This design comes from an exercise in tuning for small area, a short achievable clock period and few clock cycles on the open sky130 flow, not from production work. Function was checked by simulation only, so behaviour that the tests miss may differ from the original. No driver is modelled on the clock port, so clock power and skew are understated where the tree is cut down; a real chip needs a root buffer or a tree. Power is estimated from default activity; no workload was simulated.

==> flow/design.v (excerpt) <==
module crypto_accelerator_top #(
    parameter BLOCK_WIDTH = 32,
    parameter COUNTER_WIDTH = 16
) (
    input  logic                        clk,
    input  logic                        rst_n,
    input  logic [BLOCK_WIDTH-1:0]      data_in,
    input  logic                        data_in_valid,
    output logic                        data_in_ready,
    output logic [BLOCK_WIDTH-1:0]      data_out,
    output logic                        data_out_valid,
    input  logic                        data_out_ready,
    output logic [COUNTER_WIDTH-1:0]    blocks_processed,
    output logic [COUNTER_WIDTH-1:0]    cycles_elapsed
);
Size: ~280 cells after synthesis, ~100 flip-flops, roughly 100 I/O pins, roughly 3700 um^2 of cells after synthesis.
clock: 6.0 ns
lec_check: 0
cap_margin: 20
core_margin: 2
core_utilization: 35
place_density: 0.45
slew_margin: 20
standard.sh (not shown) runs the stock make flow with config.mk's settings and CLKGATE_MAP_FILE= SYNTH_SCRIPT=/design/flow/synth_recipe.tcl, a recipe that flattens the netlist after the stock synthesis.
==> flow/flow/run.sh <==
#!/bin/bash
# Own layout flow: the standard ORFS flow (standard.sh) with
#  - every input and output port buffered by a plain sky130_fd_sc_hd__buf_1
#    (timing repair sizes it as needed) instead of the delay buffer
#    buffer_ports picks by default;
#  - ORFS's cts step replaced by flow/cts.tcl: a balanced one-level clock
#    tree (the clock port drives 4 clkbuf_16, each driving a cluster of
#    flip-flops), then setup repair aiming at REPAIR_MARGIN ns of slack;
#  - the same setup margin for the repair after global routing.
# Each step's output goes to its own log in the work folder (flow_place.log,
# flow_cts.log, flow_finish.log); ORFS's steps also keep their logs under
# orfs/logs/.
set -euo pipefail
REPAIR_MARGIN=${REPAIR_MARGIN:-4.0}
export BUFFER_PORTS_ARGS="-buffer_cell sky130_fd_sc_hd__buf_1"
bash standard.sh place > flow_place.log 2>&1
RESULTS_DIR=orfs/results/$FLOW_PLATFORM/crypto_accelerator_top/base \
PLATFORM_DIR=$FLOW_HOME/platforms/$FLOW_PLATFORM \
CTS_CLOCK_PORT=clk CTS_NBUF=4 CTS_BUF_CELL=sky130_fd_sc_hd__clkbuf_16 \
CTS_REPAIR_MARGIN=$REPAIR_MARGIN \
  openroad -no_init -exit flow/cts.tcl > flow_cts.log 2>&1
export SETUP_SLACK_MARGIN=$REPAIR_MARGIN
bash standard.sh > flow_finish.log 2>&1
==> flow/flow/cts.tcl <==
# Clock tree step, in place of ORFS's cts step: a one-level tree in which the
# clock port drives CTS_NBUF buffers (CTS_BUF_CELL), each driving the
# flip-flops of one cluster (k-means on the flip-flop positions). The tree is
# balanced: every flip-flop is one buffer from the port. Then setup repair
# aiming at CTS_REPAIR_MARGIN ns of slack, hold repair, and legalization.
# Reads 3_place.odb/.sdc and writes 4_1_cts.odb and 4_cts.sdc in RESULTS_DIR.
set P $::env(PLATFORM_DIR)
set R $::env(RESULTS_DIR)
read_liberty $P/lib/sky130_fd_sc_hd__tt_025C_1v80.lib
read_db $R/3_place.odb
read_sdc $R/3_place.sdc
source $P/setRC.tcl
set_dont_use [list sky130_fd_sc_hd__probe_p_8 sky130_fd_sc_hd__probec_p_8 sky130_fd_sc_hd__lpflow_*]

set block [ord::get_db_block]
set clknet [[$block findBTerm $::env(CTS_CLOCK_PORT)] getNet]
set sinks {}
foreach it [$clknet getITerms] {
  set inst [$it getInst]
  lappend sinks [list $it {*}[$inst getLocation]]
}
set n [llength $sinks]
set k $::env(CTS_NBUF)
puts "clock sinks: $n, clusters: $k"
# k-means, seeded with sinks sorted by angle around the centroid
set cx 0; set cy 0
foreach s $sinks { set cx [expr {$cx + [lindex $s 1]}]; set cy [expr {$cy + [lindex $s 2]}] }
set cx [expr {$cx / double($n)}]; set cy [expr {$cy / double($n)}]
set sorted [lsort -real -index 3 [lmap s $sinks { list {*}$s [expr {atan2([lindex $s 2]-$cy, [lindex $s 1]-$cx)}] }]]
set cent {}
for {set c 0} {$c < $k} {incr c} {
  set s [lindex $sorted [expr {int(($c + 0.5) * $n / $k)}]]
  lappend cent [list [lindex $s 1] [lindex $s 2]]
}
for {set iter 0} {$iter < 50} {incr iter} {
  set sumx [lrepeat $k 0.0]; set sumy [lrepeat $k 0.0]; set cnt [lrepeat $k 0]
  set assign {}
  foreach s $sorted {
    set best 0; set bd 1e30
    for {set c 0} {$c < $k} {incr c} {
      set d [expr {abs([lindex $s 1]-[lindex $cent $c 0]) + abs([lindex $s 2]-[lindex $cent $c 1])}]
      if {$d < $bd} { set bd $d; set best $c }
    }
    lappend assign $best
    lset sumx $best [expr {[lindex $sumx $best] + [lindex $s 1]}]
    lset sumy $best [expr {[lindex $sumy $best] + [lindex $s 2]}]
    lset cnt $best [expr {[lindex $cnt $best] + 1}]
  }
  for {set c 0} {$c < $k} {incr c} {
    if {[lindex $cnt $c] > 0} {
      lset cent $c [list [expr {[lindex $sumx $c] / [lindex $cnt $c]}] [expr {[lindex $sumy $c] / [lindex $cnt $c]}]]
    }
  }
}
puts "cluster sizes: $cnt"
set master [[ord::get_db] findMaster $::env(CTS_BUF_CELL)]
set bufs {}
for {set c 0} {$c < $k} {incr c} {
  set inst [odb::dbInst_create $block $master "clkbuf_leaf_$c"]
  set net [odb::dbNet_create $block "clknet_leaf_$c"]
  $net setSigType CLOCK
  [$inst findITerm A] connect $clknet
  [$inst findITerm X] connect $net
  $inst setLocation [expr {int([lindex $cent $c 0])}] [expr {int([lindex $cent $c 1])}]
  $inst setPlacementStatus PLACED
  lappend bufs $net
}
foreach s $sorted a $assign {
  set it [lindex $s 0]
  $it disconnect
  $it connect [lindex $bufs $a]
}
$clknet setSigType CLOCK
detailed_placement
set_propagated_clock [all_clocks]
estimate_parasitics -placement
report_clock_latency
report_worst_slack -max -digits 3
repair_timing -setup -setup_margin $::env(CTS_REPAIR_MARGIN) -repair_tns 100 -match_cell_footprint -verbose
repair_timing -hold -hold_margin 0 -match_cell_footprint -verbose
detailed_placement
check_placement -verbose
estimate_parasitics -placement
report_clock_latency
report_worst_slack -max -digits 3
report_checks -group_path_count 5 -format end
write_db $R/4_1_cts.odb
write_sdc -no_timestamp $R/4_cts.sdc
Testbench counts at the start, summed over its fixed seeds: cycles 11,071.
==> next run, changes <==
--- a/flow/flow/run.sh
+++ b/flow/flow/run.sh
@@ -14 +14 @@
-REPAIR_MARGIN=${REPAIR_MARGIN:-4.0}
+REPAIR_MARGIN=${REPAIR_MARGIN:-4.1}
Settings changed: PLACE_DENSITY 0.45 to unset.
=> Sequential share of layout area shrinks by 4.7 points; fmax grows by 0.49%; via count grows by 6.5%; routed wire length grows by 3.3%; core utilization grows by 4.4 points; cell count grows by 5.1%.
==> next run, changes <==
--- a/flow/flow/run.sh
+++ b/flow/flow/run.sh
@@ -14 +14 @@
-REPAIR_MARGIN=${REPAIR_MARGIN:-4.1}
+REPAIR_MARGIN=${REPAIR_MARGIN:-4.0}
Settings changed: CORE_UTILIZATION 35 to 55.
What happened: The new run produced a clean layout. Routed wire length decreases by about 10%. Die area falls by about 35%. Via count shrinks by 4.2%. Clock power shrinks by about 3%. Setup slack degrades by 13 ps. Total power went down by 3.2%. Synthesized cell count does not change. Cell count shrinks by about 15%.
No run of this note takes its clock network from TritonCTS; it comes from the design's own scripts or RTL.

---

The RTL this note starts from:
==> flow/design.v <==
module performance_counter #(
    parameter COUNTER_WIDTH = 16
) (
    input  logic                        clk,
    input  logic                        rst_n,
    input  logic                        block_completed,
    output logic [COUNTER_WIDTH-1:0]    blocks_processed,
    output logic [COUNTER_WIDTH-1:0]    cycles_elapsed
);
    logic [COUNTER_WIDTH-1:0] toggle;    
    always_comb begin
        toggle[0] = 1'b1;
        for (int i = 1; i < COUNTER_WIDTH; i++)
            toggle[i] = toggle[i-1] & blocks_processed[i-1];
    end
    always_ff @(posedge clk) begin
        blocks_processed <= {COUNTER_WIDTH{rst_n}}
                          & (blocks_processed ^ ({COUNTER_WIDTH{block_completed}} & toggle));
    end
    always_ff @(posedge clk) begin
        if (!rst_n)
            cycles_elapsed <= '0;
        else
            cycles_elapsed <= cycles_elapsed + 1'b1;
    end
endmodule
module encrypt_engine #(
    parameter BLOCK_WIDTH = 32
) (
    input  logic [BLOCK_WIDTH-1:0]  data_in,
    output logic [BLOCK_WIDTH-1:0]  data_out
);
    localparam logic [8*32-1:0] KEYS = {
        32'h55555555, 32'hAAAAAAAA, 32'h76543210, 32'hFEDCBA98,
        32'h9ABCDEF0, 32'h12345678, 32'hCAFEBABE, 32'hDEADBEEF
    };
    always_comb begin
        data_out = data_in;
        for (int r = 0; r < 8; r++) begin
            data_out = data_out ^ KEYS[r*32 +: 32];
            data_out = {data_out[BLOCK_WIDTH-2:0], data_out[BLOCK_WIDTH-1]};
        end
    end
endmodule
module crypto_accelerator_top #(
    parameter BLOCK_WIDTH = 32,
    parameter COUNTER_WIDTH = 16
) (
    input  logic                        clk,
    input  logic                        rst_n,
    input  logic [BLOCK_WIDTH-1:0]      data_in,
    input  logic                        data_in_valid,
    output logic                        data_in_ready,
    output logic [BLOCK_WIDTH-1:0]      data_out,
    output logic                        data_out_valid,
    input  logic                        data_out_ready,
    output logic [COUNTER_WIDTH-1:0]    blocks_processed,
    output logic [COUNTER_WIDTH-1:0]    cycles_elapsed
);
    logic [BLOCK_WIDTH-1:0] encrypted;
    logic [BLOCK_WIDTH-1:0] skid_data;
    logic                   skid_valid;    
    logic                   in_ready;      
    logic                   out_empty;     
    logic                   out_load;
    encrypt_engine #(.BLOCK_WIDTH(BLOCK_WIDTH)) u_encrypt_engine (
        .data_in  (data_in),
        .data_out (encrypted)
    );
    assign data_in_ready = in_ready;
    assign out_load = out_empty || data_out_ready;
    always_ff @(posedge clk) begin
        if (!rst_n) begin
            data_out_valid <= 1'b0;
            out_empty      <= 1'b1;
            skid_valid     <= 1'b0;
            in_ready       <= 1'b1;
        end else if (out_load) begin
            data_out_valid <= skid_valid || data_in_valid;
            out_empty      <= !(skid_valid || data_in_valid);
            skid_valid     <= 1'b0;
            in_ready       <= 1'b1;
        end else if (!skid_valid) begin
            skid_valid     <= data_in_valid;
            in_ready       <= !data_in_valid;
        end
    end
    always_ff @(posedge clk) begin
        if (out_load)
            data_out <= skid_valid ? skid_data : encrypted;
    end
    always_ff @(posedge clk) begin
        if (!skid_valid)
            skid_data <= encrypted;
    end
    performance_counter #(.COUNTER_WIDTH(COUNTER_WIDTH)) u_performance_counter (
        .clk              (clk),
        .rst_n            (rst_n),
        .block_completed  (!out_empty && data_out_ready),
        .blocks_processed (blocks_processed),
        .cycles_elapsed   (cycles_elapsed)
    );
endmodule
Settings: LEC_CHECK=0, CAP_MARGIN=20, CORE_MARGIN=2, CORE_UTILIZATION=35, SLEW_MARGIN=20; clock period 6.0 ns.
==> flow/flow/run.sh <==
#!/bin/bash
# Own layout flow: the standard ORFS flow (standard.sh) with
#  - flow/fix_counter.tcl run at the end of floorplan (ORFS's POST_FLOORPLAN
#    hook): it rebuilds the block counter's next-state logic so the late
#    handshake signal passes through few gates (same function, same registers);
#  - every input and output port buffered by a plain sky130_fd_sc_hd__buf_1
#    (timing repair sizes it as needed) instead of the delay buffer
#    buffer_ports picks by default;
#  - ORFS's cts step replaced by flow/cts.tcl: a balanced one-level clock
#    tree (the clock port drives 4 clkbuf_16, each driving a cluster of
#    flip-flops), then setup repair aiming at REPAIR_MARGIN ns of slack;
#  - the same setup margin for the repair after global routing.
# Each step's output goes to its own log in the work folder (flow_place.log,
# flow_cts.log, flow_finish.log); ORFS's steps also keep their logs under
# orfs/logs/.
set -euo pipefail
REPAIR_MARGIN=${REPAIR_MARGIN:-4.0}
export BUFFER_PORTS_ARGS="-buffer_cell sky130_fd_sc_hd__buf_1"
export POST_FLOORPLAN_TCL=$PWD/flow/fix_counter.tcl
bash standard.sh place > flow_place.log 2>&1
RESULTS_DIR=orfs/results/$FLOW_PLATFORM/crypto_accelerator_top/base \
PLATFORM_DIR=$FLOW_HOME/platforms/$FLOW_PLATFORM \
CTS_CLOCK_PORT=clk CTS_NBUF=4 CTS_BUF_CELL=sky130_fd_sc_hd__clkbuf_16 \
CTS_REPAIR_MARGIN=$REPAIR_MARGIN \
  openroad -no_init -exit flow/cts.tcl > flow_cts.log 2>&1
export SETUP_SLACK_MARGIN=$REPAIR_MARGIN
bash standard.sh > flow_finish.log 2>&1
==> flow/flow/fix_counter.tcl <==
# Rebuild the next-state logic of the block counter (u_performance_counter's
# blocks_processed registers) so that the late handshake signal passes through
# few gates. Synthesis merges the handshake into the counter's carry chain;
# this builds, per bit i,
#   d[i] = rst_n & (q[i] ^ (hs & t[i])),  t[i] = &q[i-1:0],  hs = !out_empty & data_out_ready
# with t from a prefix-AND tree of the register outputs, then deletes the old
# logic that no longer drives anything. The function is unchanged (the
# RTL computes the same d), and the registers are untouched.
proc fc_lib {name} { return [[ord::get_db] findMaster sky130_fd_sc_hd__$name] }
set fc_block [ord::get_db_block]
set fc_n 0
proc fc_net {} {
  global fc_block fc_n
  incr fc_n
  set net [odb::dbNet_create $fc_block "fc_net_$fc_n"]
  return $net
}
proc fc_gate {cell ins} {
  # ins: list of {pin net}; returns the output net
  global fc_block fc_n
  incr fc_n
  set inst [odb::dbInst_create $fc_block [fc_lib $cell] "fc_g_$fc_n"]
  foreach {pin net} $ins { [$inst findITerm $pin] connect $net }
  set out [fc_net]
  foreach mt [[$inst getMaster] getMTerms] {
    if {[$mt getIoType] == "OUTPUT"} { [$inst findITerm [$mt getName]] connect $out }
  }
  return $out
}
proc fc_and {nets} {
  switch [llength $nets] {
    1 { return [lindex $nets 0] }
    2 { return [fc_gate and2_1 [list A [lindex $nets 0] B [lindex $nets 1]]] }
    3 { return [fc_gate and3_1 [list A [lindex $nets 0] B [lindex $nets 1] C [lindex $nets 2]]] }
    4 { return [fc_gate and4_1 [list A [lindex $nets 0] B [lindex $nets 1] C [lindex $nets 2] D [lindex $nets 3]]] }
  }
  error "fc_and: [llength $nets] inputs"
}
proc fc_find_reg {pattern} {
  global fc_block
  foreach inst [$fc_block getInsts] {
    if {[regexp $pattern [$inst getName]]} { return $inst }
  }
  error "no register matching $pattern"
}
proc fc_qnet {inst} { return [[$inst findITerm Q] getNet] }

set W 16
set q {}; set regs {}
for {set i 0} {$i < $W} {incr i} {
  set r [fc_find_reg [format {^u_performance_counter\.blocks_processed\\?\[%d\\?\]\$} $i]]
  lappend regs $r
  lappend q [fc_qnet $r]
}
set rst [[$fc_block findBTerm rst_n] getNet]
set rdy [[$fc_block findBTerm data_out_ready] getNet]
set empty [fc_qnet [fc_find_reg {^out_empty\$}]]

set hs [fc_gate and2b_1 [list A_N $empty B $rdy]]
# prefix ANDs: t(i) = &q[i-1:0]
set nib {}
for {set k 0} {$k < 3} {incr k} { lappend nib [fc_and [lrange $q [expr {4*$k}] [expr {4*$k+3}]]] }
set pre(0) {}
set pre(1) [list [lindex $nib 0]]
set pre(2) [list [fc_and [lrange $nib 0 1]]]
set pre(3) [list [fc_and [list [lindex $pre(2) 0] [lindex $nib 2]]]]
for {set i 1} {$i < $W} {incr i} {
  set full [expr {$i / 4}]
  set rest [lrange $q [expr {4*$full}] [expr {$i - 1}]]
  set t($i) [fc_and [concat $pre($full) $rest]]
}
set old {}
for {set i 0} {$i < $W} {incr i} {
  set r [lindex $regs $i]
  if {$i == 0} {
    set x [fc_gate inv_1 [list A $hs]]
  } else {
    set x [fc_gate nand2_1 [list A $hs B $t($i)]]
  }
  set y [fc_gate xnor2_1 [list A [lindex $q $i] B $x]]
  set d [fc_gate and2_1 [list A $rst B $y]]
  set dit [$r findITerm D]
  lappend old [$dit getNet]
  $dit disconnect
  $dit connect $d
}
# delete logic left without loads
set changed 1
set removed 0
while {$changed} {
  set changed 0
  foreach inst [$fc_block getInsts] {
    if {[[$inst getMaster] isSequential]} continue
    set outs 0; set loads 0; set isout 0
    foreach it [$inst getITerms] {
      if {[$it isOutputSignal]} {
        incr outs
        set net [$it getNet]
        if {$net == "NULL" || $net == ""} continue
        foreach it2 [$net getITerms] { if {[$it2 isInputSignal]} { incr loads } }
        if {[llength [$net getBTerms]] > 0} { set isout 1 }
      }
    }
    if {$outs > 0 && $loads == 0 && !$isout} {
      set nets {}
      foreach it [$inst getITerms] { if {[$it isOutputSignal]} { lappend nets [$it getNet] } }
      odb::dbInst_destroy $inst
      foreach net $nets { if {$net != "NULL" && $net != ""} { if {[llength [$net getITerms]] == 0 && [llength [$net getBTerms]] == 0} { odb::dbNet_destroy $net } } }
      incr removed; set changed 1
    }
  }
}
foreach net [$fc_block getNets] {
  if {[llength [$net getITerms]] == 0 && [llength [$net getBTerms]] == 0 && ![$net isSpecial]} { odb::dbNet_destroy $net }
}
puts "fix_counter: rebuilt $W bits with $fc_n new objects, removed $removed old cells"
Scripts as last shown in full above: flow/flow/cts.tcl
The starting point aborted during 2_1_floorplan.
Testbench counts at the start, summed over its fixed seeds: cycles 11,071.
Next try:
--- a/flow/flow/run.sh
+++ b/flow/flow/run.sh
@@ -16,3 +16,3 @@
 set -euo pipefail
-REPAIR_MARGIN=${REPAIR_MARGIN:-4.0}
+REPAIR_MARGIN=${REPAIR_MARGIN:-4.15}
 export BUFFER_PORTS_ARGS="-buffer_cell sky130_fd_sc_hd__buf_1"
--- a/flow/flow/fix_counter.tcl
+++ b/flow/flow/fix_counter.tcl
@@ -9,4 +9,5 @@
 proc fc_lib {name} { return [[ord::get_db] findMaster sky130_fd_sc_hd__$name] }
-set fc_block [ord::get_db_block]
-set fc_n 0
+set ::fc_block [ord::get_db_block]
+set fc_block $::fc_block
+set ::fc_n 0
 proc fc_net {} {
@@ -115,2 +116,2 @@
 }
-puts "fix_counter: rebuilt $W bits with $fc_n new objects, removed $removed old cells"
+puts "fix_counter: rebuilt $W bits with $::fc_n new objects, removed $removed old cells"
Outcome:
- This time the run completed without violations
- area after synthesis stays the same
- synthesized cell count stays the same
Next try:
--- a/flow/flow/run.sh
+++ b/flow/flow/run.sh
@@ -16,3 +16,3 @@
 set -euo pipefail
-REPAIR_MARGIN=${REPAIR_MARGIN:-4.15}
+REPAIR_MARGIN=${REPAIR_MARGIN:-4.0}
 export BUFFER_PORTS_ARGS="-buffer_cell sky130_fd_sc_hd__buf_1"
The new run went through all stages and came out clean.
Die area is unchanged.
First-iteration DRC count is lower by 30%.
Wire length is lower by 11%.
Next try:
--- a/flow/flow/fix_counter.tcl
+++ b/flow/flow/fix_counter.tcl
@@ -116,2 +116,2 @@
 }
-puts "fix_counter: rebuilt $W bits with $::fc_n new objects, removed $removed old cells"
+puts "fix_counter: rebuilt $W bits with $fc_n new objects, removed $removed old cells"
=> With this change the flow did not get past 2_1_floorplan. Synthesized area stays the same. Synthesized cell count does not change.
The clock cells of the second and third runs of this note come from the design's own scripts or RTL, not from TritonCTS.

[separate check: timing with driven ports]
The flow's constraints put no driver on any port. The routed layouts listed below were extracted and timed again, unchanged, in two steps.
Step 1 (the two cells are an assumption about what drives the block):
set clk [get_ports {clk}]
set_driving_cell -lib_cell sky130_fd_sc_hd__clkbuf_16 $clk
set_driving_cell -lib_cell sky130_fd_sc_hd__buf_2 [delete_from_list [all_inputs] $clk]
Step 2 also shifts input and output timing later by t, the mid clock arrival at the registers, as if the neighbouring blocks saw the same clock.
Slacks: no drivers / after step 1 / after step 2; pairs: no drivers / after step 1.
run	t, ns	setup slack, ns	worst slew at a driven data input, ns
the first run of note 1	0.231	4.027 / 3.951 / 3.884	0.05
the second run of note 1	0.235	4.037 / 3.958 / 3.860	0.06
the third run of note 1	0.223	4.023 / 3.953 / 3.909	0.05
the second run of note 2	0.235	4.075 / 3.995 / 3.923	0.07
the third run of note 2	0.233	4.027 / 3.961 / 3.840	0.04
After both steps setup and hold are still met in every run listed. For the third run of note 2, which loses most, drivers alone change the setup slack by -0.066 ns; drivers and shift together by -0.187 ns.
